Background: an optimization exercise with open tools, aiming at small area, a short achievable clock period and few clock cycles per item. Do not read the settings as production practice.
Only simulation tests tie the RTL to the original design; equivalence was not proved.

==> flow/design.v (outline; a module is shown in full before it is edited, if it fits) <==
// module ntt_bank: 21 lines
// module bmul: 824 lines
// module csa: 7 lines
// module kmul: 39 lines
// module jmul: 16 lines
// module kred5: 10 lines
// module ntt32_163841: 386 lines
module ntt32_163841 ( clk, rst, start, input_fg, addr, din, dout, valid );
  // ...
==> flow/run.sh <==
#!/bin/bash
# synth_recipe.tcl (not shown) runs the flow's synth.tcl, then flattens the netlist and writes it again
# the make line also repeats each setting of config.mk as NAME=value (left out here)
make -C /OpenROAD-flow-scripts/flow DESIGN_CONFIG=/design/flow/config.mk WORK_HOME=/design/flow/orfs CLKGATE_MAP_FILE= SYNTH_SCRIPT=/design/flow/synth_recipe.tcl finish
==> flow/config.mk <==
export PLATFORM = sky130hd
export DESIGN_NAME = ntt32_163841
export DESIGN_NICKNAME = ntt32_163841
export VERILOG_FILES = /design/flow/design.v
export SDC_FILE = /design/flow/constraint.sdc
export NUM_CORES = 4
export LEC_CHECK = 0
export CAP_MARGIN = 20
export CORE_MARGIN = 2
export CORE_UTILIZATION = 60
export CTS_BUF_LIST = sky130_fd_sc_hd__clkbuf_8
export CTS_CLUSTER_SIZE = 30
export SETUP_SLACK_MARGIN = 3.8
export SLEW_MARGIN = 20
==> flow/constraint.sdc <==
create_clock -name core_clock -period 8.0 [get_ports {clk}]
set_input_delay 1.6000 -clock core_clock [delete_from_list [all_inputs] [get_ports {clk}]]
set_output_delay 1.6000 -clock core_clock [all_outputs]
set_load 0.01 [all_outputs]
==> impl_metrics.json, run 1 <==
{
  "outcome": "finished clean",
  "io_buffers": 46,
  "slew_headroom_pct": 16.67,
  "setup_slack_ns": 3.572,
  "start_kind": "register",
  "ys_seq_area_share_pct": 52.26,
  "r2r_end": "w1[10]$_DFF_P_",
  "fin_area_um2": 196800,
  "drt-wirelength-per-cell_um": 31.11,
  "synth_top_family_by_area": "compound AO/OA/AOI/OAI gates",
  "worstSetupEndpoint": "w1[10]$_DFF_P_",
  "cp_max_fo": 15,
  "synth_xor_area_share_pct": 2.655,
  "grt_pass1_wl_um": 887300,
  "dominant-cell-class": "registers",
  "rr_startpoint": "ra[1][4]$_SDFF_PP0_",
  "antenna_found_initial": 33,
  "pin_count": 47,
  "holdWs_ns": 0.3108,
  "final_util_pct": 66.97,
  "drtIter0Drc": 21460,
  "use_met1_pct": 54.51,
  "cp_cell_sequence": "buf_4 -> nand2b_1 -> nor2_1 -> buf_4 -> a22oi_1 -> nand4_1 -> or4_1 -> mux2i_1 -> mux2i_1 -> a22o_1",
  "fmax_ghz": 0.2258,
  "worstSkewPairLatency_ns": 1.23,
  "drive_gt1_share_pct": 12.34,
  "synthArstFlopShare_pct": 0,
  "synth-seq-cells": 3462,
  "coreArea_um2": 293800,
  "cts_root_buf": "clkbuf_8",
  "layout_common_cells": "edfxtp_1, inv_1, dfxtp_1, a21oi_1, a22oi_1",
  "route.vias.total": 135100,
  "nNonClkBuffers": 580,
  "synth.distinct_cells": 104,
  "overflow": 0
}
Testbench counts, summed over its fixed seeds: cycles 35,912, txns 96.
==> module jmul, before the edit <==
module jmul (
  input                     clk,
  input      signed [18:0]  s,
  output reg [16:0]         jl,
  output reg [20:0]         jh
);
  wire [35:0] se = {{17{s[18]}}, s};
  wire [35:0] j1s, j1c, j2s, j2c, j3s, j3c;
  csa #(36) ja (.x(se << 16), .y(se << 13), .z(~(se << 8)), .s(j1s), .c(j1c));
  csa #(36) jb (.x(~(se << 6)), .y(~(se << 2)), .z(j1s), .s(j2s), .c(j2c));
  csa #(36) jc (.x(j1c), .y(j2c), .z(j2s), .s(j3s), .c(j3c));
  always @(posedge clk) begin
    jl <= j3s[14:0] + j3c[14:0] + 17'd3;
    jh <= j3s[35:15] + j3c[35:15];
  end
endmodule
==> module ntt32_163841, before the edit <==
module ntt32_163841 ( clk, rst, start, input_fg, addr, din, dout, valid );
  input                      clk;
  input                      rst;
  input                      start;
  input                      input_fg;
  input             [5 : 0]  addr;
  input  signed     [17 : 0] din;
  output reg signed [17 : 0] dout;
  output                     valid;
  localparam signed [18:0] Q = 19'sd163841;
  localparam signed [17:0] C_OUT = 18'sd55847;   
  localparam ST_IDLE = 2'd0, ST_COMP = 2'd1, ST_VALID = 2'd2;
  localparam [7:0] PW0  = 8'd96;     
  localparam [7:0] IV1  = 8'd128;    
  localparam [7:0] IV2  = 8'd150;    
  localparam [7:0] IEND = 8'd166;
  localparam [7:0] WLAT = 8'd9;      
  localparam [7:0] DONE = 8'd174;    
  function [15:0] seq;
    input [7:0] c;
    reg       act, pl;
    reg [1:0] md, vd, a2, a1, a0;
    reg [3:0] e, g;
    reg [7:0] cc;
    begin
      act = 1'b1; md = 2'd0; pl = 1'b0; vd = 2'd0;
      a2 = 2'd0; a1 = 2'd0; a0 = 2'd0; e = 4'd0;
      g = c[3:0];
      cc = c - IV2;
      if (c < PW0) begin
        pl = c[4];
        case (c[6:5])
          2'd0:    begin vd = 2'd2; a1 = g[3:2]; a0 = g[1:0]; end
          2'd1:    begin vd = 2'd1; a2 = g[3:2]; a0 = g[1:0]; e = {g[3:2], 2'b00}; end
          default: begin vd = 2'd0; a2 = g[3:2]; a1 = g[1:0]; e = {g[1:0], g[3:2]}; end
        endcase
      end else if (c < IV1) begin
        md = 2'd1; a2 = c[4:3]; a1 = c[2:1]; a0 = {1'b0, c[0]};
      end else if (c < IV1 + 8'd16) begin
        md = 2'd2; vd = 2'd1; a2 = g[3:2]; a0 = g[1:0]; e = {g[1:0], 2'b00};
      end else if (c >= IV2 && c < IEND) begin
        md = 2'd2; vd = 2'd2; a0 = cc[3:2]; a1 = cc[1:0]; e = {cc[1:0], cc[3:2]};
      end else begin
        act = 1'b0;
      end
      seq = {act, md, pl, vd, a2, a1, a0, e};
    end
  endfunction
  function [4:0] laddr;
    input [1:0] md;
    input       pl;
    input [1:0] vd, a2, a1, base, b;
    reg   [1:0] t;
    begin
      t = b - base;
      if (md == 2'd1) laddr = {t[0], a2, a1};
      else case (vd)
        2'd2:    laddr = {pl, t, a1};
        2'd1:    laddr = {pl, a2, t};
        default: laddr = {pl, a2, a1};
      endcase
    end
  endfunction
  function signed [17:0] tw1;
    input [4:0] ie;
    begin
      case (ie)
        5'd0: tw1 = -18'sd72090;
        5'd1: tw1 = -18'sd76400;
        5'd2: tw1 = -18'sd3604;
        5'd3: tw1 = 18'sd24226;
        5'd4: tw1 = -18'sd12462;
        5'd5: tw1 = -18'sd72798;
        5'd6: tw1 = 18'sd23827;
        5'd7: tw1 = 18'sd53047;
        5'd8: tw1 = -18'sd4077;
        5'd9: tw1 = 18'sd34952;
        5'd10: tw1 = 18'sd6178;
        5'd11: tw1 = 18'sd12661;
        5'd12: tw1 = -18'sd69923;
        5'd13: tw1 = 18'sd68783;
        5'd14: tw1 = 18'sd48168;
        5'd15: tw1 = -18'sd62475;
        5'd16: tw1 = -18'sd72090;
        5'd17: tw1 = 18'sd26550;
        5'd18: tw1 = -18'sd11619;
        5'd19: tw1 = 18'sd48461;
        5'd20: tw1 = 18'sd68266;
        5'd21: tw1 = 18'sd18222;
        5'd22: tw1 = -18'sd53961;
        5'd23: tw1 = 18'sd11896;
        5'd24: tw1 = -18'sd19313;
        5'd25: tw1 = 18'sd79931;
        5'd26: tw1 = 18'sd27835;
        5'd27: tw1 = -18'sd49115;
        5'd28: tw1 = 18'sd17884;
        5'd29: tw1 = 18'sd60709;
        5'd30: tw1 = 18'sd51687;
        5'd31: tw1 = -18'sd76104;
        default: tw1 = 18'sd0;
      endcase
    end
  endfunction
  function signed [17:0] tw2;
    input [4:0] ie;
    begin
      case (ie)
        5'd0: tw2 = -18'sd72090;
        5'd1: tw2 = -18'sd3604;
        5'd2: tw2 = -18'sd12462;
        5'd3: tw2 = 18'sd23827;
        5'd4: tw2 = -18'sd4077;
        5'd5: tw2 = 18'sd6178;
        5'd6: tw2 = -18'sd69923;
        5'd7: tw2 = 18'sd48168;
        5'd8: tw2 = 18'sd47449;
        5'd9: tw2 = -18'sd51687;
        5'd10: tw2 = -18'sd17884;
        5'd11: tw2 = -18'sd27835;
        5'd12: tw2 = 18'sd19313;
        5'd13: tw2 = 18'sd53961;
        5'd14: tw2 = -18'sd68266;
        5'd15: tw2 = 18'sd11619;
        5'd16: tw2 = -18'sd72090;
        5'd17: tw2 = -18'sd11619;
        5'd18: tw2 = 18'sd68266;
        5'd19: tw2 = -18'sd53961;
        5'd20: tw2 = -18'sd19313;
        5'd21: tw2 = 18'sd27835;
        5'd22: tw2 = 18'sd17884;
        5'd23: tw2 = 18'sd51687;
        5'd24: tw2 = -18'sd47449;
        5'd25: tw2 = -18'sd48168;
        5'd26: tw2 = 18'sd69923;
        5'd27: tw2 = -18'sd6178;
        5'd28: tw2 = 18'sd4077;
        5'd29: tw2 = -18'sd23827;
        5'd30: tw2 = 18'sd12462;
        5'd31: tw2 = 18'sd3604;
        default: tw2 = 18'sd0;
      endcase
    end
  endfunction
  function signed [17:0] tw3;
    input [4:0] ie;
    begin
      case (ie)
        5'd0: tw3 = -18'sd72090;
        5'd1: tw3 = 18'sd24226;
        5'd2: tw3 = 18'sd23827;
        5'd3: tw3 = 18'sd34952;
        5'd4: tw3 = -18'sd69923;
        5'd5: tw3 = -18'sd62475;
        5'd6: tw3 = -18'sd51687;
        5'd7: tw3 = 18'sd49115;
        5'd8: tw3 = 18'sd19313;
        5'd9: tw3 = -18'sd18222;
        5'd10: tw3 = 18'sd11619;
        5'd11: tw3 = 18'sd76400;
        5'd12: tw3 = 18'sd12462;
        5'd13: tw3 = -18'sd53047;
        5'd14: tw3 = -18'sd6178;
        5'd15: tw3 = -18'sd68783;
        5'd16: tw3 = -18'sd72090;
        5'd17: tw3 = 18'sd48461;
        5'd18: tw3 = -18'sd53961;
        5'd19: tw3 = 18'sd79931;
        5'd20: tw3 = 18'sd17884;
        5'd21: tw3 = -18'sd76104;
        5'd22: tw3 = -18'sd48168;
        5'd23: tw3 = -18'sd12661;
        5'd24: tw3 = 18'sd4077;
        5'd25: tw3 = 18'sd72798;
        5'd26: tw3 = 18'sd3604;
        5'd27: tw3 = -18'sd26550;
        5'd28: tw3 = -18'sd68266;
        5'd29: tw3 = -18'sd11896;
        5'd30: tw3 = -18'sd27835;
        5'd31: tw3 = -18'sd60709;
        default: tw3 = 18'sd0;
      endcase
    end
  endfunction
  reg [1:0] state;
  reg [7:0] cnt, cntw;    
  always @(posedge clk) begin
    if (rst) begin
      state <= ST_IDLE;
      cnt   <= 8'd0;
      cntw  <= 8'd1 - WLAT;
    end else begin
      case (state)
        ST_IDLE:  begin
          cnt  <= start ? 8'd1 : 8'd0;
          cntw <= start ? 8'd2 - WLAT : 8'd1 - WLAT;
          if (start) state <= ST_COMP;
        end
        ST_COMP:  begin
          cnt  <= cnt + 8'd1;
          cntw <= cntw + 8'd1;
          if (cnt == DONE) state <= ST_VALID;
        end
        default:  begin
          cnt  <= 8'd0;
          cntw <= 8'd1 - WLAT;
          if (start) state <= ST_IDLE;
        end
      endcase
    end
  end
  assign valid = (state == ST_VALID);
  wire comp = (state == ST_COMP);
  wire iss  = comp | ((state == ST_IDLE) & start);    
  reg  [15:0] rs;
  always @(posedge clk) begin
    if (rst | ~(comp | start)) rs <= seq(8'd0);
    else if (~comp)            rs <= seq(8'd1);
    else                       rs <= seq(cnt + 8'd1);
  end
  wire        rs_act = rs[15] & iss;
  wire [1:0]  rs_md  = rs[14:13];
  wire        rs_pl  = rs[12];
  wire [1:0]  rs_vd  = rs[11:10];
  wire [1:0]  rs_a2  = rs[9:8];
  wire [1:0]  rs_a1  = rs[7:6];
  wire [1:0]  rs_a0  = rs[5:4];
  wire [3:0]  rs_e   = rs[3:0];
  wire [1:0]  rs_base = rs_a2 + rs_a1 + rs_a0 + {1'b0, rs_pl};
  reg  [15:0] ws;
  always @(posedge clk) ws <= seq(cntw);
  wire        ws_pw  = (ws[14:13] == 2'd1);
  wire        ws_act = ws[15] & comp & ~rst & ~(ws_pw & ~ws[4]);
  wire [1:0]  ws_md  = ws_pw ? 2'd2 : ws[14:13];
  wire        ws_pl  = ws[12];
  wire [1:0]  ws_vd  = ws[11:10];
  wire [1:0]  ws_a2  = ws[9:8];
  wire [1:0]  ws_a1  = ws[7:6];
  wire [1:0]  ws_a0  = ws_pw ? 2'd0 : ws[5:4];
  wire [1:0]  ws_base = ws_a2 + ws_a1 + ws_a0 + {1'b0, ws_pl};
  reg [4:0] ra [0:3];
  reg [1:0] rbase;
  reg       rpw, rpwb, rout, rinv;
  reg [3:0] re;
  wire [1:0] addr_bank = addr[5:4] + addr[3:2] + addr[1:0];
  integer i;
  always @(posedge clk) begin
    if (iss) begin
      for (i = 0; i < 4; i = i + 1)
        ra[i] <= laddr(rs_md, rs_pl, rs_vd, rs_a2, rs_a1, rs_base, i[1:0]);
      rbase <= rs_base;
      rpw   <= rs_act & (rs_md == 2'd1);
      rpwb  <= rs_act & (rs_md == 2'd1) & rs_a0[0];
      rinv  <= (rs_md == 2'd2);
      rout  <= 1'b0;
      re    <= rs_e;
    end else begin
      for (i = 0; i < 4; i = i + 1)
        ra[i] <= {1'b0, addr[5:2]};
      rbase <= addr_bank - 2'd1;     
      rpw   <= 1'b0;
      rpwb  <= 1'b0;
      rinv  <= 1'b0;
      rout  <= 1'b1;
      re    <= 4'd0;
    end
  end
  wire [17:0] rd [0:3];
  reg         bwe [0:3];
  reg  [4:0]  bwa [0:3];
  reg  [17:0] bwd [0:3];
  ntt_bank bank0 (.clk(clk), .we(bwe[0]), .wa(bwa[0]), .wd(bwd[0]), .ra(ra[0]), .rd(rd[0]));
  ntt_bank bank1 (.clk(clk), .we(bwe[1]), .wa(bwa[1]), .wd(bwd[1]), .ra(ra[1]), .rd(rd[1]));
  ntt_bank bank2 (.clk(clk), .we(bwe[2]), .wa(bwa[2]), .wd(bwd[2]), .ra(ra[2]), .rd(rd[2]));
  ntt_bank bank3 (.clk(clk), .we(bwe[3]), .wa(bwa[3]), .wd(bwd[3]), .ra(ra[3]), .rd(rd[3]));
  wire [17:0] xc0 = rd[rbase];
  wire [17:0] xm1 = rd[rbase + 2'd1];
  wire [17:0] xm2 = rd[rbase + 2'd2];
  wire [17:0] xm3 = rd[rbase + 2'd3];
  reg  signed [17:0] x0, x1, x2, x3, w1, w2, w3;
  always @(posedge clk) begin
    x0 <= xc0;
    x1 <= xm1;
    x2 <= xm2;
    x3 <= xm3;
    w1 <= rpw ? xc0 : (rout ? C_OUT : tw1({rinv, re}));
    w2 <= rpw ? xm3 : tw2({rinv, re});
    w3 <= rpw ? (rpwb ? xm2 : 18'sd0) : tw3({rinv, re});
  end
  reg [4:1] pwbp;
  always @(posedge clk) pwbp <= {pwbp[3:1], rpwb};
  wire signed [18:0] X1, X2, X3;
  wire signed [17:0] kc1, kc2, kc3;
  kmul m1 (.clk(clk), .hold(1'b0), .a(x1), .b(w1), .x(X1), .xc(kc1));
  kmul m2 (.clk(clk), .hold(pwbp[4]), .a(x2), .b(w2), .x(X2), .xc(kc2));
  kmul m3 (.clk(clk), .hold(1'b0), .a(x3), .b(w3), .x(X3), .xc(kc3));
  reg signed [17:0] x0d1, x0d2, x0d3;
  reg signed [18:0] X0;
  always @(posedge clk) begin
    x0d1 <= x0;
    x0d2 <= x0d1;
    x0d3 <= x0d2;
    X0   <= pwbp[4] ? X1 : x0d3;    
    dout <= kc1;           
  end
  reg  signed [21:0] v0, v2;
  reg  signed [19:0] s1;
  reg  signed [18:0] s3;
  always @(posedge clk) begin
    v0 <= X0 + X1 + X2 + X3;
    v2 <= X0 + X2 - X1 - X3;
    s1 <= X0 - X2;
    s3 <= X1 - X3;
  end
  wire [17:0] k0, k2;
  kred5 r0 (.v(v0), .r(k0));
  kred5 r2 (.v(v2), .r(k2));
  wire        [16:0] jl;
  wire        [20:0] jh;
  jmul mj (.clk(clk), .s(s3), .jl(jl), .jh(jh));
  reg  [17:0] y0d, y2d;
  reg  signed [19:0] s1d;
  always @(posedge clk) begin
    y0d <= k0;
    y2d <= k2;
    s1d <= s1;
  end
  wire [21:0] t1 = {3'd0, jl, 2'b00};
  wire [21:0] t2 = {5'd0, jl};
  wire [21:0] t4 = {{2{s1d[19]}}, s1d};
  wire [21:0] pa_s, pa_c, pb_s, pb_c, ma_s, ma_c, mb_s, mb_c;
  csa #(22) cp1 (.x(t1), .y(t2), .z(~{jh[20], jh}), .s(pa_s), .c(pa_c));
  csa #(22) cp2 (.x(pa_s), .y(pa_c), .z(t4), .s(pb_s), .c(pb_c));
  csa #(22) cm1 (.x(~t1), .y(~t2), .z({jh[20], jh}), .s(ma_s), .c(ma_c));
  csa #(22) cm2 (.x(ma_s), .y(ma_c), .z(t4), .s(mb_s), .c(mb_c));
  reg  [21:0] v1, v3;
  reg  [17:0] y0e, y2e;
  always @(posedge clk) begin
    v1  <= pb_s + pb_c + 22'd1;
    v3  <= mb_s + mb_c + 22'd2;
    y0e <= y0d;
    y2e <= y2d;
  end
  wire [17:0] k1, k3;
  kred5 r1 (.v(v1), .r(k1));
  kred5 r3 (.v(v3), .r(k3));
  reg  signed [17:0] y [0:3];
  always @(posedge clk) begin
    y[0] <= y0e;
    y[2] <= y2e;
    y[1] <= k1;
    y[3] <= k3;
  end
  reg       wwe [0:3];
  reg [4:0] wwa [0:3];
  reg [1:0] wsel [0:3];
  always @(posedge clk) begin
    for (i = 0; i < 4; i = i + 1) begin
      wwe[i]  <= ws_act & ((ws_md != 2'd1) | ~(i[0] ^ ws_base[0]));
      wwa[i]  <= laddr(ws_md, ws_pl, ws_vd, ws_a2, ws_a1, ws_base, i[1:0]);
      wsel[i] <= (ws_md == 2'd2) ? (ws_base - i[1:0]) : (i[1:0] - ws_base);
    end
  end
  reg        ldv, ld_fg;
  reg [5:0]  ld_addr;
  reg [17:0] din_r;
  always @(posedge clk) begin
    ldv     <= (state == ST_IDLE);
    ld_fg   <= input_fg;
    ld_addr <= addr;
    din_r   <= din;
  end
  wire [1:0] ld_bank = ld_addr[5:4] + ld_addr[3:2] + ld_addr[1:0] + {1'b0, ld_fg};
  always @(*) begin
    for (i = 0; i < 4; i = i + 1) begin
      if (ldv) begin
        bwe[i] = (ld_bank == i[1:0]);
        bwa[i] = {ld_fg, ld_addr[5:2]};
        bwd[i] = din_r;
      end else begin
        bwe[i] = wwe[i];
        bwa[i] = wwa[i];
        bwd[i] = y[wsel[i]];
      end
    end
  end
endmodule
==> run 2, diff against run 1 <==
--- a/flow/design.v
+++ b/flow/design.v
@@ -892,16 +892,14 @@
 module jmul (
   input                     clk,
-  input      signed [18:0]  s,
+  input      signed [21:0]  t,
   output reg [16:0]         jl,
   output reg [20:0]         jh
 );
-  wire [35:0] se = {{17{s[18]}}, s};
-  wire [35:0] j1s, j1c, j2s, j2c, j3s, j3c;
-  csa #(36) ja (.x(se << 16), .y(se << 13), .z(~(se << 8)), .s(j1s), .c(j1c));
-  csa #(36) jb (.x(~(se << 6)), .y(~(se << 2)), .z(j1s), .s(j2s), .c(j2c));
-  csa #(36) jc (.x(j1c), .y(j2c), .z(j2s), .s(j3s), .c(j3c));
+  wire [35:0] te = {{14{t[21]}}, t};
+  wire [35:0] j1s, j1c;
+  csa #(36) ja (.x(te << 13), .y(~(te << 5)), .z(~(te << 2)), .s(j1s), .c(j1c));
   always @(posedge clk) begin
-    jl <= j3s[14:0] + j3c[14:0] + 17'd3;
-    jh <= j3s[35:15] + j3c[35:15];
+    jl <= j1s[14:0] + j1c[14:0] + 17'd2;
+    jh <= j1s[35:15] + j1c[35:15];
   end
 endmodule
@@ -1222,10 +1220,15 @@
   reg  signed [21:0] v0, v2;
   reg  signed [19:0] s1;
-  reg  signed [18:0] s3;
+  wire [21:0] x1e = {{3{X1[18]}}, X1};
+  wire [21:0] x3e = {{3{X3[18]}}, X3};
+  wire [21:0] n1s, n1c, n2s, n2c;
+  csa #(22) c91 (.x(x1e << 3), .y(x1e), .z(~(x3e << 3)), .s(n1s), .c(n1c));
+  csa #(22) c92 (.x(n1s), .y(n1c), .z(~x3e), .s(n2s), .c(n2c));
+  reg  signed [21:0] s9;
   always @(posedge clk) begin
     v0 <= X0 + X1 + X2 + X3;
     v2 <= X0 + X2 - X1 - X3;
     s1 <= X0 - X2;
-    s3 <= X1 - X3;
+    s9 <= n2s + n2c + 22'd2;
   end
   wire [17:0] k0, k2;
@@ -1234,5 +1237,5 @@
   wire        [16:0] jl;
   wire        [20:0] jh;
-  jmul mj (.clk(clk), .s(s3), .jl(jl), .jh(jh));
+  jmul mj (.clk(clk), .t(s9), .jl(jl), .jh(jh));
   reg  [17:0] y0d, y2d;
   reg  signed [19:0] s1d;
@@ -1279,18 +1282,20 @@
   end
   reg        ldv, ld_fg;
-  reg [5:0]  ld_addr;
+  reg [3:0]  ld_be;       
+  reg [3:0]  ld_wa;       
   reg [17:0] din_r;
+  wire [1:0] in_bank = addr[5:4] + addr[3:2] + addr[1:0] + {1'b0, input_fg};
   always @(posedge clk) begin
-    ldv     <= (state == ST_IDLE);
-    ld_fg   <= input_fg;
-    ld_addr <= addr;
-    din_r   <= din;
+    ldv   <= (state == ST_IDLE);
+    ld_fg <= input_fg;
+    ld_wa <= addr[5:2];
+    ld_be <= 4'd1 << in_bank;
+    din_r <= din;
   end
-  wire [1:0] ld_bank = ld_addr[5:4] + ld_addr[3:2] + ld_addr[1:0] + {1'b0, ld_fg};
   always @(*) begin
     for (i = 0; i < 4; i = i + 1) begin
       if (ldv) begin
-        bwe[i] = (ld_bank == i[1:0]);
-        bwa[i] = {ld_fg, ld_addr[5:2]};
+        bwe[i] = ld_be[i];
+        bwa[i] = {ld_fg, ld_wa};
         bwd[i] = din_r;
       end else begin
--- a/flow/config.mk
+++ b/flow/config.mk
@@ -8,7 +8,5 @@
 export CAP_MARGIN = 20
 export CORE_MARGIN = 2
-export CORE_UTILIZATION = 60
-export CTS_BUF_LIST = sky130_fd_sc_hd__clkbuf_8
-export CTS_CLUSTER_SIZE = 30
-export SETUP_SLACK_MARGIN = 3.8
+export CORE_UTILIZATION = 45
+export SETUP_SLACK_MARGIN = 4.3
 export SLEW_MARGIN = 20
==> impl_metrics.json, run 2 <==
{
  "outcome": "finished clean",
  "synth.distinct_cells": 88,
  "synth_top_area_share_pct": 39.25,
  "synth_ff_type": "edfxtp_1",
  "synth_area_leaders": "edfxtp_1, dfxtp_1, fa_1, ha_1, a22oi_1",
  "cts_max_level": 5,
  "maxSlewViolCount": 0,
  "avgSynthCellArea_um2": 11.25,
  "min_period_ns": 3.989,
  "wl_um": 635800,
  "synthTopCellsByCount": "edfxtp_1, inv_1, dfxtp_1, nor2_1, a21oi_1",
  "grt_max_degree": 79,
  "ys_seq_area_share_pct": 52.14,
  "grt_pass1_wl_um": 884500,
  "final_common_cell": "edfxtp_1",
  "postCtsHoldBufs": 0,
  "hpwlAfterDp_um": 408000,
  "synth_nets": 17200,
  "arrival_ns": 4.80,
  "synthesis.area_um2": 177700,
  "cp_cell_sequence": "inv_2 -> fa_1 -> inv_2 -> ha_4 -> ha_4 -> fa_2 -> a21oi_2 -> nor2b_2 -> o31a_1 -> o211ai_1 -> o21ai_2 -> o31ai_2 -> mux2_4 -> a21oi_4 -> buf_12 -> buf_12 -> mux2_4",
  "critical-path-max-stage-delay_ns": 0.51,
  "drt-wirelength-per-cell_um": 29.48,
  "drtIter0Drc": 17760,
  "yosys_warnings": 20,
  "cp-end-kind": "register",
  "ant_nets": 0,
  "dp.cells": 20480,
  "synth_largest_area_cell": "edfxtp_1",
  "dr.pass1.iters": 8,
  "fmax_ghz": 0.2507,
  "cts.clk_slew.worst_paths_ns": 0.06,
  "fin_area_um2": 206600,
  "grt_use_total_pct": 30.40,
  "coreArea_um2": 392800,
  "cp_max_fo": 8,
  "cpLargestDelayFamily": "adder cells",
  "rsz0062_at_grt": "yes",
  "cts_root_buf": "clkbuf_16",
  "layout_common_cells": "edfxtp_1, inv_1, dfxtp_1, a21oi_1, a22oi_1",
  "skew_ns": 0.09599,
  "holdWs_ns": 0.3213,
  "dieHeight_um": 632.4,
  "finalCritPeriodShare_pct": 49.86,
  "start_kind": "register",
  "start_util_pct": 45.24,
  "hold_path.class": "reg2reg",
  "clkSinkCount": 3467,
  "filler_cell_count": 33610,
  "cts_tree": "yes",
  "cp_num_buf_inv": 4,
  "overflow": 0,
  "first_global_vias": 122600,
  "dieArea_um2": 400000,
  "slew_headroom_pct": 21.67,
  "path_class": "reg2reg",
  "drv_cap": 0,
  "synthArstFlopShare_pct": 0,
  "die_w_um": 632.4,
  "route.vias.total": 133000,
  "synth_edf_count": 2323,
  "worstSkewPairLatency_ns": 1.01,
  "cts_buffers": 368,
  "hold_violations": 0,
  "fin_cells": 21570,
  "drc": 0,
  "setup_violations": 0,
  "antenna_found_initial": 40,
  "pin_count": 47,
  "clk_path_buf_depth": 4,
  "worstMarginPinSlew_ns": 1.172,
  "drive_gt1_share_pct": 15.62,
  "synth.most_common_cell": "edfxtp_1",
  "place.gp.congestion": 0.9189,
  "routed_via_density": 6.167,
  "tns_ns": 0,
  "cp_slowest_cell": "fa_1",
  "place_area_um2": 185500,
  "required_ns": 8.81,
  "synth-seq-cells": 3467,
  "io_buffers": 46,
  "syn_to_final_growth_pct": 16.28,
  "placementRows": 230,
  "nets": 17420,
  "synth_cells": 15800
}
## run 2: changes by cell type after synthesis, sizes merged, moves of 46 or more
cell,previous run,this run
o21ai,748,814
a22oi,923,827
clkbuf,773,869
nand3,303,470
buf,207,159
inv,1311,1357
nand2,902,774
## run 2: path summary, 6_finish.rpt
check             depth (start not counted)  slack [ns]              from         endpoint
setup reg to reg                         17        4.01  m1.r1[2]$_DFF_P_  dout[8]$_DFF_P_
hold / removal                            0        0.32    y2d[1]$_DFF_P_   y2e[1]$_DFF_P_
setup / recovery                         17        4.01  m1.r1[2]$_DFF_P_  dout[8]$_DFF_P_
hold reg to reg                           0        0.32    y2d[1]$_DFF_P_   y2e[1]$_DFF_P_
## run 2: through the flow
stage	utilization [%]	worst slack (ns)
2_1_floorplan	-	4.098
3_3_place_gp	47.21	2.419
3_5_place_dp	47.22	2.493
4_1_cts	51.54	3.972
5_1_grt	52.60	3.886
6_report	52.61	4.011
## run 2: kinds of logic (layout without fill, tap and decap cells)
family,Yosys count,in the layout,share of synthesized area (%)
AO/OA/AOI/OAI,4018,4018,14.75
AND/OR/NAND/NOR,3595,3598,9.875
flip-flops,3467,3467,52.14
buffers and inverters,2408,2930,5.120
adder cells (fa/ha/maj),1466,1466,13.14
XOR/XNOR,531,531,2.617
multiplexers,317,317,2.362
other,0,21,0
## run 2: routing by layer
metal	up-vias	track usage, %	wire length, um
met4	8	14.40	36210
met3	1477	6.431	71840
met5	-	0	46
li1	58010	-	-
met2	7710	45.89	276700
met1	65790	41.82	251000
## run 2: area by class of cell
type,instances,area (um2),area share [%]
Antenna cell,21,52.55,0.02543
Multi-Input combinational cell,9930,80210,38.81
Tap cell,5220,6531,3.161
Clock buffer,487,10140,4.907
Inverter,1380,5475,2.650
Timing Repair inverter,6,40.04,0.01938
Sequential cell,3467,92940,44.97
Clock inverter,189,2217,1.073
Timing Repair Buffer,868,9047,4.378
## run 2: worst register-to-register path, stage by stage (launching register included)
cell and delay (ns):
dfxtp_2 0.32, inv_2 0.05, fa_1 0.52, inv_2 0.05
ha_4 0.22, ha_4 0.16, fa_2 0.39, a21oi_2 0.14
nor2b_2 0.06, o31a_1 0.27, o211ai_1 0.25, o21ai_2 0.11
o31ai_2 0.27, mux2_4 0.34, a21oi_4 0.13, buf_12 0.15
buf_12 0.12, mux2_4 0.31
## run 2: timing repair
| action | in CTS | in global routing |
|---|---|---|
| endpoints found under the setup margin | 371 | 392 |
| cloned | 22 | 37 |
| buffers inserted | 194 | 143 |
| resized for setup | 668 | 569 |
| pin swaps | 101 | 173 |
Testbench counts of run 2, summed over its fixed seeds: cycles 35,912, txns 96.
==> module kmul, before the edit <==
module kmul (
  input                     clk,
  input                     hold,      
  input      signed [17:0]  a,
  input      signed [17:0]  b,
  output reg signed [18:0]  x,
  output     signed [17:0]  xc
);
  wire [35:0] ps, pc;
  bmul bm (.a(a), .b(b), .S(ps), .C(pc));
  reg  [35:0] cs_s, cs_c;
  always @(posedge clk) begin
    cs_s <= ps;
    cs_c <= pc;
  end
  reg  [15:0] lr;
  reg  [20:0] hr;
  always @(posedge clk) begin
    lr <= cs_s[14:0] + cs_c[14:0];
    hr <= cs_s[35:15] + cs_c[35:15];
  end
  wire [21:0] k3s, k3c;
  csa #(22) kc (.x({4'd0, lr, 2'b00}), .y({6'd0, lr}), .z(~{hr[20], hr}), .s(k3s), .c(k3c));
  reg  signed [21:0] r1;
  always @(posedge clk) r1 <= k3s + k3c + 22'd1;
  wire [18:0] q1 = {2'b00, r1[14:0], 2'b00};
  wire [18:0] q2 = {4'd0, r1[14:0]};
  wire [18:0] q3 = ~{{12{r1[21]}}, r1[21:15]};
  wire [18:0] m1s, m1c, m2s, m2c;
  csa #(19) kd (.x(q1), .y(q2), .z(q3), .s(m1s), .c(m1c));
  csa #(19) ke (.x(m1s), .y(m1c), .z(19'd360448), .s(m2s), .c(m2c));
  wire signed [18:0] r2  = m1s + m1c + 19'd1;
  wire signed [18:0] r2m = m2s + m2c;       
  wire [18:0] m3s, m3c;
  csa #(19) kf (.x(m1s), .y(m1c), .z(19'd442368), .s(m3s), .c(m3c));
  wire [18:0] dcmp = m3s + m3c;
  assign xc = dcmp[18] ? r2[17:0] : r2m[17:0];
  always @(posedge clk) if (!hold) x <= r2;
endmodule
==> run 3, diff against run 2 <==
--- a/flow/design.v
+++ b/flow/design.v
@@ -876,16 +876,21 @@
   reg  signed [21:0] r1;
   always @(posedge clk) r1 <= k3s + k3c + 22'd1;
-  wire [18:0] q1 = {2'b00, r1[14:0], 2'b00};
-  wire [18:0] q2 = {4'd0, r1[14:0]};
-  wire [18:0] q3 = ~{{12{r1[21]}}, r1[21:15]};
-  wire [18:0] m1s, m1c, m2s, m2c;
-  csa #(19) kd (.x(q1), .y(q2), .z(q3), .s(m1s), .c(m1c));
-  csa #(19) ke (.x(m1s), .y(m1c), .z(19'd360448), .s(m2s), .c(m2c));
-  wire signed [18:0] r2  = m1s + m1c + 19'd1;
-  wire signed [18:0] r2m = m2s + m2c;       
-  wire [18:0] m3s, m3c;
-  csa #(19) kf (.x(m1s), .y(m1c), .z(19'd442368), .s(m3s), .c(m3c));
-  wire [18:0] dcmp = m3s + m3c;
-  assign xc = dcmp[18] ? r2[17:0] : r2m[17:0];
+  wire [18:0] l19 = {{4{r1[14]}}, r1[14:0]};
+  wire [18:0] q1 = {l19[16:0], 2'b00};
+  wire [18:0] q3 = ~{{12{r1[21]}}, r1[21:15]};      
+  wire [18:0] m1s, m1c, m2s, m2c, m3s, m3c;
+  csa #(19) kd (.x(q1), .y(l19), .z(q3), .s(m1s), .c(m1c));
+  csa #(19) ke (.x(m1s), .y(m1c), .z(19'd360447), .s(m2s), .c(m2c));   
+  csa #(19) kf (.x(m1s), .y(m1c), .z(19'd163841), .s(m3s), .c(m3c));   
+  wire [18:0] ci = {18'd0, ~r1[14]};                  
+  wire signed [18:0] r2  = m1s + m1c + ci;
+  wire signed [18:0] r2m = m2s + m2c + ci;            
+  wire signed [18:0] r2p = m3s + m3c + ci;            
+  wire signed [7:0] hh = $signed(r1[21:15]) + $signed({7'd0, r1[14]});
+  wire signed [7:0] fl = 8'sd5 * $signed({6'd0, r1[1:0]});
+  wire signed [7:0] fm = 8'sd5 * $signed({5'd0, r1[2:0]});
+  wire hi = (r1[14:2] == 13'h0fff) & ((fl - hh) > 8'sd20);
+  wire lo = (r1[14:3] == 12'h800)  & (fm < hh);
+  assign xc = hi ? r2m[17:0] : (lo ? r2p[17:0] : r2[17:0]);
   always @(posedge clk) if (!hold) x <= r2;
 endmodule
==> impl_metrics.json, run 3 <==
{
  "outcome": "finished clean",
  "start_util_pct": 45.09,
  "synth_area_leaders": "edfxtp_1, dfxtp_1, fa_1, ha_1, a22oi_1",
  "rrSetupSlack_ns": 3.92,
  "drv_cap": 0,
  "layout_common_cells": "edfxtp_1, inv_1, dfxtp_1, a22oi_1, a21oi_1",
  "required_ns": 8.86,
  "drive_gt1_share_pct": 14.96,
  "rsz0062_at_grt": "yes",
  "clkSinkCount": 3467,
  "synth_ff_type": "edfxtp_1",
  "grt_use_total_pct": 29.87,
  "synth-seq-cells": 3467,
  "filler_cell_count": 33990,
  "min_to": "x0d3[5]$_DFF_P_",
  "yosys_warnings": 20,
  "maxSlewViolCount": 0,
  "synthArstFlopShare_pct": 0,
  "ant_nets": 0,
  "drt-wirelength-per-cell_um": 29.02,
  "ys_seq_area_share_pct": 52.02,
  "slew_headroom_pct": 19.49,
  "cp_max_fo": 3,
  "synth.most_common_cell": "edfxtp_1",
  "grt_max_degree": 79,
  "worstMarginPinSlew_ns": 1.203,
  "cts_max_level": 5,
  "syn_to_final_growth_pct": 15.56,
  "synth_cells": 15780,
  "coreArea_um2": 395100,
  "antenna_found_initial": 43,
  "die_w_um": 633.2,
  "fmax_ghz": 0.2449,
  "rr_startpoint": "m1.x[3]$_DFF_P_",
  "tns_ns": 0,
  "arrival_ns": 4.94,
  "placementRows": 231,
  "synth_edf_count": 2323,
  "place_area_um2": 185800,
  "synth_largest_area_cell": "edfxtp_1",
  "r2r_end": "s9[21]$_DFF_P_",
  "avgSynthCellArea_um2": 11.29,
  "route.vias.total": 132300,
  "fin_area_um2": 205900,
  "cp_cell_sequence": "inv_6 -> fa_1 -> inv_1 -> fa_1 -> ha_4 -> ha_4 -> a211o_1 -> a211oi_2 -> o211a_1 -> nor3_1 -> o31a_1 -> or4_4 -> a31o_2 -> a21oi_2 -> xnor2_1",
  "start_kind": "register",
  "grt_pass1_wl_um": 872500,
  "cts_buffers": 365,
  "hold_path.class": "reg2reg",
  "final_common_cell": "edfxtp_1",
  "synthesis.area_um2": 178100,
  "clk_path_buf_depth": 4,
  "cts_root_buf": "clkbuf_16",
  "wl_um": 624100,
  "cp-end-kind": "register",
  "pre_cts_slack_ns": 2.845,
  "min_period_ns": 4.083,
  "synth_top_area_share_pct": 39.16,
  "drtIter0Drc": 17780,
  "worst-r2r-cell-count": 15,
  "hpwlAfterDp_um": 406100,
  "worstHoldStart": "x0d2[5]$_DFF_P_",
  "path_class": "reg2reg",
  "setup_violations": 0,
  "postCtsHoldBufs": 0,
  "hold_depth": 0,
  "finalCritPeriodShare_pct": 51.03,
  "io_buffers": 46,
  "cp_slowest_cell": "fa_1",
  "skew_ns": 0.08871,
  "hold_violations": 0,
  "synthTopCellsByCount": "edfxtp_1, inv_1, dfxtp_1, nor2_1, a22oi_1",
  "place.gp.congestion": 0.9342,
  "routed_via_density": 6.151,
  "nets": 17380,
  "dieHeight_um": 633.2,
  "synth.distinct_cells": 90,
  "worstSkewPairLatency_ns": 0.99,
  "cts.clk_slew.worst_paths_ns": 0.06,
  "first_global_vias": 121800,
  "critical-path-max-stage-delay_ns": 0.53,
  "dr.pass1.iters": 6,
  "cts_tree": "yes",
  "drc": 0,
  "final_util_pct": 52.10,
  "dieArea_um2": 400900,
  "overflow": 0,
  "pin_count": 47,
  "setup_slack_ns": 3.917,
  "synth_nets": 17230
}
run 3: changes by cell type after synthesis, moves of 20 or more:
cell and delta:
clkbuf_1 -24, nand3_1 -145, and3_1 +27, o21ai_0 -37, a32oi_1 -24, mux2_2 -42
a22oi_1 +192, nand2_1 -55, nand4_1 -28, ha_1 +39, nor3_1 +20, nor2_1 +62
xnor2_1 +24
run 3: worst max-delay path by stage:
| stage | startpoint | to | slack, ns |
|---|---|---|---|
| floorplan | m1.x[0]$_DFF_P_ | s9[21]$_DFF_P_ | 4.04 |
| global placement | start | register | 2.84 |
| detailed placement | start | register | 2.84 |
| CTS | mj.jh[6]$_DFF_P_ | v3[21]$_DFF_P_ | 3.90 |
| global route | m1.x[0]$_DFF_P_ | s9[21]$_DFF_P_ | 3.76 |
| finish | m1.x[3]$_DFF_P_ | s9[21]$_DFF_P_ | 3.92 |
run 3: cells by family after synthesis:
family	after synthesis	share of synthesized area (%)
AOI/OAI and AO/OA	4154	15.32
xor gates and xnor gates	558	2.744
muxes	266	2.019
and+or+nand+nor	3434	9.332
DFF	3467	52.02
buffers and inverters	2389	5.102
adders and majority gates	1514	13.46
run 3: worst max-delay path: cells and delay by family, from the launching register on:
family / cells / cell delay (ns)
flops: 1 / 0.40
xor+xnor: 1 / 0.12
simple gates: 2 / 0.49
buf+inv: 2 / 0.11
compound gates: 6 / 1.38
fa+ha+maj: 4 / 1.52
run 3: layout make-up:
| cell class | count | area (um2) | area share [%] |
|---|---|---|---|
| multi-input cells | 9927 | 80550 | 39.13 |
| diodes | 14 | 35.03 | 0.01702 |
| flip-flops and latches | 3467 | 92990 | 45.17 |
| clock inverters | 200 | 2168 | 1.053 |
| inverters | 1390 | 5527 | 2.685 |
| well taps | 5242 | 6559 | 3.186 |
| repair buffers | 779 | 8046 | 3.909 |
| repair inverters | 5 | 32.53 | 0.01580 |
| clock buffers | 479 | 9952 | 4.834 |
run 3: per-layer routing:
layer | up-vias | global-route usage [%] | share of wire (%)
met3 | 1416 | 5.612 | 11
li1 | 57890 | - | -
met5 | - | 0 | 0.022
met4 | 20 | 13.06 | 5.4
met2 | 7632 | 46.00 | 44
met1 | 65320 | 41.20 | 40
run 3: metrics by stage:
step,hold slack (ns),std cells
after floorplan,0.3096,15780
after global placement,0.3101,20460
after detailed placement,0.3121,20460
after CTS,0.3201,21320
after global routing,0.3222,21490
final,0.3194,21500
run 3: repair_timing:
| action | 4_1_cts | 5_1_grt |
|---|---|---|
| endpoints found under the setup margin | 619 | 701 |
| setup buffers | 164 | 145 |
| resized for setup | 615 | 609 |
| cloned | 15 | 27 |
| pin swaps | 97 | 197 |
Testbench counts of run 3, summed over its fixed seeds: cycles 35,912, txns 96.
==> run 4, diff against run 3 <==
--- a/flow/config.mk
+++ b/flow/config.mk
@@ -9,4 +9,4 @@
 export CORE_MARGIN = 2
 export CORE_UTILIZATION = 45
-export SETUP_SLACK_MARGIN = 4.3
+export SETUP_SLACK_MARGIN = 4.6
 export SLEW_MARGIN = 20
==> impl_metrics.json, run 4 <==
{
  "grt_pass1_wl_um": 910000,
  "min_period_ns": 4.088,
  "synthesis.area_um2": 178100,
  "worstSkewPairLatency_ns": 1.00,
  "path_class": "reg2reg",
  "dieArea_um2": 400900,
  "tns_ns": 0,
  "synth_top_area_share_pct": 39.16,
  "synth_largest_area_cell": "edfxtp_1",
  "placementRows": 231,
  "synth_cells": 15780,
  "fin_cells": 21940,
  "synth_area_leaders": "edfxtp_1, dfxtp_1, fa_1, ha_1, a22oi_1",
  "cts_tree": "yes",
  "start_kind": "register",
  "synth-seq-cells": 3467,
  "worstMarginPinSlew_ns": 1.203,
  "cts.clk_slew.worst_paths_ns": 0.07,
  "skew_ns": 0.1126,
  "grt_max_degree": 75,
  "antenna_found_initial": 40,
  "cp_max_fo": 3,
  "pre_cts_slack_ns": 2.810,
  "outcome": "finished clean",
  "drc": 0,
  "grt_use_total_pct": 31.31,
  "routed_via_density": 6.247,
  "hold_depth": 0,
  "hold_violations": 0,
  "finalCritPeriodShare_pct": 51.10,
  "yosys_warnings": 20,
  "wl_um": 660900,
  "slew_headroom_pct": 19.62,
  "io_buffers": 46,
  "arrival_ns": 4.91,
  "required_ns": 8.82,
  "final_common_cell": "edfxtp_1",
  "route.vias.total": 137100,
  "ant_nets": 0,
  "drtIter0Drc": 18950,
  "clkSinkCount": 3467,
  "hold_path.class": "reg2reg",
  "fmax_ghz": 0.2446,
  "die_w_um": 633.2,
  "dieHeight_um": 633.2,
  "overflow": 0,
  "rsz0062_at_grt": "yes",
  "layout_common_cells": "edfxtp_1, inv_1, dfxtp_1, a22oi_1, a21oi_1",
  "clk_path_buf_depth": 4,
  "drt-wirelength-per-cell_um": 30.12,
  "synthArstFlopShare_pct": 0,
  "start_util_pct": 45.09,
  "first_global_vias": 125900,
  "setup_violations": 0,
  "maxSlewViolCount": 0,
  "cp-end-kind": "register",
  "cts_buffers": 366,
  "dr.pass1.iters": 7,
  "synth_nets": 17230,
  "synth_ff_type": "edfxtp_1",
  "synth.most_common_cell": "edfxtp_1",
  "syn_to_final_growth_pct": 21.40,
  "setup_slack_ns": 3.912,
  "place.gp.congestion": 0.9308,
  "synth_edf_count": 2323,
  "cts_max_level": 5,
  "drv_cap": 0,
  "pin_count": 47,
  "coreArea_um2": 395100,
  "dp.cells": 20470,
  "final_util_pct": 54.73,
  "postCtsHoldBufs": 0,
  "synthTopCellsByCount": "edfxtp_1, inv_1, dfxtp_1, nor2_1, a22oi_1",
  "synth.distinct_cells": 90,
  "hpwlAfterDp_um": 408500,
  "avgSynthCellArea_um2": 11.29,
  "worst-r2r-cell-count": 14,
  "cts_root_buf": "clkbuf_16",
  "drive_gt1_share_pct": 22.22,
  "ys_seq_area_share_pct": 52.02,
  "filler_cell_count": 32610,
  "nets": 17830
}
==> run 4: path summary, 6_finish.rpt <==
check / slack [ns] / end / from
max: 3.91 / v3[21]$_DFF_P_ / mj.jl[4]$_DFF_P_
min: 0.28 / pwbp[4]$_DFF_P_ / pwbp[3]$_DFF_P_
max reg2reg: 3.91 / v3[21]$_DFF_P_ / mj.jl[4]$_DFF_P_
min reg2reg: 0.28 / pwbp[4]$_DFF_P_ / pwbp[3]$_DFF_P_
==> run 4: metrics by stage <==
stage	area (um2)	hold slack (ns)
after floorplan	178900	0.3096
after global placement	186000	0.3108
after detailed placement	186100	0.3121
after CTS	209600	0.2911
after global routing	216200	0.2789
final	216300	0.2821
==> run 4: layout make-up <==
class / count / area, um2 / area share [%]
flip-flops and latches: 3467 / 93110 / 43.06
multi-input cells: 9935 / 84690 / 39.16
repair buffers: 1215 / 14030 / 6.489
clock buffers: 466 / 9958 / 4.605
well taps: 5242 / 6559 / 3.033
inverters: 1390 / 5654 / 2.615
clock inverters: 206 / 2146 / 0.9923
repair inverters: 9 / 71.32 / 0.03298
diodes: 11 / 27.53 / 0.01273
==> run 4: cells by family after synthesis <==
kind of cell,Yosys count,share of synthesized area (%)
xor gates and xnor gates,558,2.744
buffers and inverters,2389,5.102
AOI/OAI and AO/OA,4154,15.32
muxes,266,2.019
and+or+nand+nor,3434,9.332
adders and majority gates,1514,13.46
DFF,3467,52.02
==> run 4: critical path, stage by stage (launching register included) <==
cell	delay [ns]
dfxtp_2	0.34
inv_4	0.04
fa_1	0.59
fa_1	0.48
ha_4	0.30
ha_4	0.20
o21a_1	0.20
o21a_1	0.18
o211ai_1	0.24
a31oi_1	0.17
o311a_1	0.33
o21a_1	0.21
or2_4	0.25
a221o_1	0.32
xnor2_1	0.12
==> run 4: layer usage <==
layer | up-vias | track usage, % | share of wire (%)
met5 | - | 0.04831 | 0.042
met1 | 67550 | 41.81 | 38
met4 | 28 | 15.24 | 6.4
met3 | 2048 | 7.559 | 12
met2 | 8609 | 47.83 | 44
li1 | 58830 | - | -
==> run 4: timing repair <==
action / 4_1_cts / 5_1_grt
cloned: 85 / 33
pin swaps: 359 / 515
setup endpoints to repair: 712 / 530
buffers inserted: 419 / 248
gates resized for setup: 1650 / 1026
==> run 5, diff against run 4 <==
--- a/flow/design.v
+++ b/flow/design.v
@@ -933,8 +933,8 @@
   localparam [7:0] PW0  = 8'd96;     
   localparam [7:0] IV1  = 8'd128;    
-  localparam [7:0] IV2  = 8'd150;    
-  localparam [7:0] IEND = 8'd166;
-  localparam [7:0] WLAT = 8'd9;      
-  localparam [7:0] DONE = 8'd174;    
+  localparam [7:0] IV2  = 8'd151;    
+  localparam [7:0] IEND = 8'd167;
+  localparam [7:0] WLAT = 8'd10;     
+  localparam [7:0] DONE = 8'd176;    
   function [15:0] seq;
     input [7:0] c;
@@ -1223,17 +1223,18 @@
     dout <= kc1;           
   end
-  reg  signed [21:0] v0, v2;
+  reg  signed [19:0] a0p, a0m, a1p, a1m;
+  always @(posedge clk) begin
+    a0p <= X0 + X2;
+    a0m <= X0 - X2;
+    a1p <= X1 + X3;
+    a1m <= X1 - X3;
+  end
+  reg  signed [21:0] v0, v2, s9;
   reg  signed [19:0] s1;
-  wire [21:0] x1e = {{3{X1[18]}}, X1};
-  wire [21:0] x3e = {{3{X3[18]}}, X3};
-  wire [21:0] n1s, n1c, n2s, n2c;
-  csa #(22) c91 (.x(x1e << 3), .y(x1e), .z(~(x3e << 3)), .s(n1s), .c(n1c));
-  csa #(22) c92 (.x(n1s), .y(n1c), .z(~x3e), .s(n2s), .c(n2c));
-  reg  signed [21:0] s9;
   always @(posedge clk) begin
-    v0 <= X0 + X1 + X2 + X3;
-    v2 <= X0 + X2 - X1 - X3;
-    s1 <= X0 - X2;
-    s9 <= n2s + n2c + 22'd2;
+    v0 <= a0p + a1p;
+    v2 <= a0p - a1p;
+    s9 <= (a1m <<< 3) + a1m;
+    s1 <= a0m;
   end
   wire [17:0] k0, k2;
==> impl_metrics.json, run 5 <==
{
  "outcome": "finished clean",
  "ant_nets": 0,
  "use_met1_pct": 41.55,
  "start_kind": "register",
  "cts_root_buf": "clkbuf_16",
  "r2r_end": "dout[16]$_DFF_P_",
  "layout_common_cells": "edfxtp_1, a22oi_1, inv_1, dfxtp_1, nand2_1",
  "synthesis.area_um2": 177200,
  "dieArea_um2": 398800,
  "coreArea_um2": 392200,
  "grt_max_degree": 79,
  "grt_pass1_wl_um": 884700,
  "rrSetupSlack_ns": 3.99,
  "setup_violations": 0,
  "required_ns": 8.91,
  "arrival_ns": 4.92,
  "pin_count": 47,
  "rsz0062_at_grt": "yes",
  "place.gp.congestion": 0.8990,
  "worstSkewPairLatency_ns": 1.03,
  "synth_largest_area_cell": "edfxtp_1",
  "dr.pass1.iters": 6,
  "fin_area_um2": 212800,
  "synth_top_area_share_pct": 39.36,
  "grtUsageMet2_pct": 46.38,
  "use_met3_pct": 7.306,
  "die_w_um": 631.5,
  "cp_cell_sequence": "fa_1 -> inv_2 -> ha_4 -> fa_1 -> or2_1 -> a21o_1 -> o211a_1 -> or4_4 -> a31o_1 -> a21oi_2 -> nor2b_1 -> or4_1 -> a32oi_2 -> mux2_4",
  "worst-r2r-cell-count": 14,
  "cts_max_level": 5,
  "start_util_pct": 45.18,
  "clk_path_buf_depth": 4,
  "finalCritPeriodShare_pct": 50.16,
  "nets": 17830,
  "grt_most_used_layer": "met2",
  "drive_gt1_share_pct": 20.03,
  "hold_depth": 0,
  "cts.clk_slew.worst_paths_ns": 0.06,
  "cp_slowest_cell": "fa_1",
  "drc": 0,
  "drt-wirelength-per-cell_um": 28.85,
  "pre_cts_slack_ns": 2.901,
  "dieHeight_um": 631.5,
  "tns_ns": 0,
  "min_to": "y0e[10]$_DFF_P_",
  "cp_max_fo": 3,
  "final_util_pct": 54.26,
  "synthTopCellsByCount": "edfxtp_1, inv_1, a22oi_1, dfxtp_1, nor2_1",
  "drv_cap": 0,
  "synth-seq-cells": 3542,
  "cpLargestDelayFamily": "adder cells",
  "routed_via_density": 6.145,
  "filler_cell_count": 32640,
  "worstHoldStart": "y0d[10]$_DFF_P_",
  "postCtsHoldBufs": 0,
  "setup_slack_ns": 3.987,
  "antenna_found_initial": 41,
  "maxSlewViolCount": 0,
  "first_global_vias": 124100,
  "synth_ff_type": "edfxtp_1",
  "cts_buffers": 368,
  "path_class": "reg2reg",
  "route.vias.total": 135200,
  "cts_tree": "yes",
  "multi_input_area_um2": 80870,
  "rr_startpoint": "m1.r1[19]$_DFF_P_",
  "synth_nets": 17210,
  "hold_path.class": "reg2reg",
  "final-seq-area_um2": 94530,
  "worstMarginPinSlew_ns": 1.214,
  "min_period_ns": 4.013,
  "synth.most_common_cell": "edfxtp_1",
  "final_common_cell": "edfxtp_1",
  "io_buffers": 46,
  "wl_um": 634800,
  "overflow": 0,
  "drtIter0Drc": 18810,
  "yosys_warnings": 20,
  "cp_num_buf_inv": 1,
  "cp-end-kind": "register",
  "clkSinkCount": 3542,
  "grt_use_total_pct": 30.41,
  "place_area_um2": 185500,
  "synth_area_leaders": "edfxtp_1, dfxtp_1, fa_1, a22oi_1, ha_1",
  "synthArstFlopShare_pct": 0,
  "critical-path-max-stage-delay_ns": 0.58,
  "hpwlAfterDp_um": 389200,
  "synth_edf_count": 2323,
  "hold_violations": 0,
  "placementRows": 230,
  "slew_headroom_pct": 18.89,
  "skew_ns": 0.09114,
  "fmax_ghz": 0.2492,
  "crit_top_cell": "fa_1",
  "holdWs_ns": 0.3160,
  "ys_seq_area_share_pct": 53.14,
  "syn_to_final_growth_pct": 20.10,
  "avgSynthCellArea_um2": 11.18,
  "synth.distinct_cells": 98,
  "synth_cells": 15850
}
-- run 5: per-layer routing --
layer,vias to the layer above,wire (um)
met5,-,162
met4,24,32300
met3,1693,78580
met2,8389,278900
met1,66360,244800
li1,58750,-
-- run 5: final cells by class --
cell class	instances	share of cell area (%)
repair inverters	8	0.02940
diodes	23	0.02704
repair buffers	1171	6.134
clock buffers	462	4.682
inverters	1402	2.667
clock inverters	204	0.9736
well taps	5220	3.069
multi-input cells	9971	38.00
flip-flops and latches	3542	44.42
-- run 5: cells by family after synthesis --
logic type / share of synthesized area [%]
flip-flops: 53.14
multiplexers: 2.051
buffers and inverters: 4.975
AND/OR/NAND/NOR: 8.303
XOR/XNOR: 2.995
AO/OA/AOI/OAI: 16.02
adder cells (fa/ha/maj): 12.52
-- run 5: worst max-delay path by stage --
| stage | from | depth (start not counted) | end |
|---|---|---|---|
| after floorplan | m1.r1[0]$_DFF_P_ | 15 | dout[16]$_DFF_P_ |
| after global placement | start | 12 | register |
| after detailed placement | start | 12 | register |
| after CTS | m1.r1[19]$_DFF_P_ | 14 | dout[16]$_DFF_P_ |
| after global routing | m1.r1[4]$_DFF_P_ | 15 | dout[16]$_DFF_P_ |
| final | m1.r1[19]$_DFF_P_ | 14 | dout[16]$_DFF_P_ |
-- run 5: repair_timing --
item,CTS,global route
setup endpoints to repair,1434,1097
hold endpoints to repair,0,0
buffers inserted,450,197
gates resized for setup,1220,728
pin swaps,296,393
gates cloned,75,21
-- run 5: stage by stage --
stage | std cells
5_1_grt | 21990
3_3_place_gp | 20570
2_1_floorplan | 15850
6_report | 22000
3_5_place_dp | 20570
4_1_cts | 21760
Testbench counts of run 5, summed over its fixed seeds: cycles 36,104, txns 96.

[port drivers added, routing unchanged]
How much do the figures lean on ideal ports? The routed layouts below were timed once more, with nothing changed but the port constraints.
Step 1 assumes that a clkbuf_16 drives the clock port and a buf_2 every other input.
Step 2 also shifts input and output timing later by t, the mid clock arrival at the registers, as if the neighbouring blocks saw the same clock.
a / b / c = ideal / step 1 / step 2; a / b = the first two.
| run | shift t [ns] | setup slack, ns | worst slew at a driven data input, ns |
|---|---|---|---|
| run 1 | 1.280 | 3.572 / 3.572 / 2.545 | 0.35 |
| run 2 | 1.071 | 4.011 / 4.011 / 3.247 | 0.20 |
| run 3 | 1.055 | 3.917 / 3.917 / 3.241 | 0.21 |
| run 4 | 1.058 | 3.912 / 3.912 / 3.494 | 0.21 |
| run 5 | 1.094 | 3.987 / 3.987 / 3.547 | 0.17 |
After both steps setup and hold are still met in every run listed. The setup slack of run 1, which loses most, moves by 0.000 ns with the drivers and by -1.027 ns with both steps.
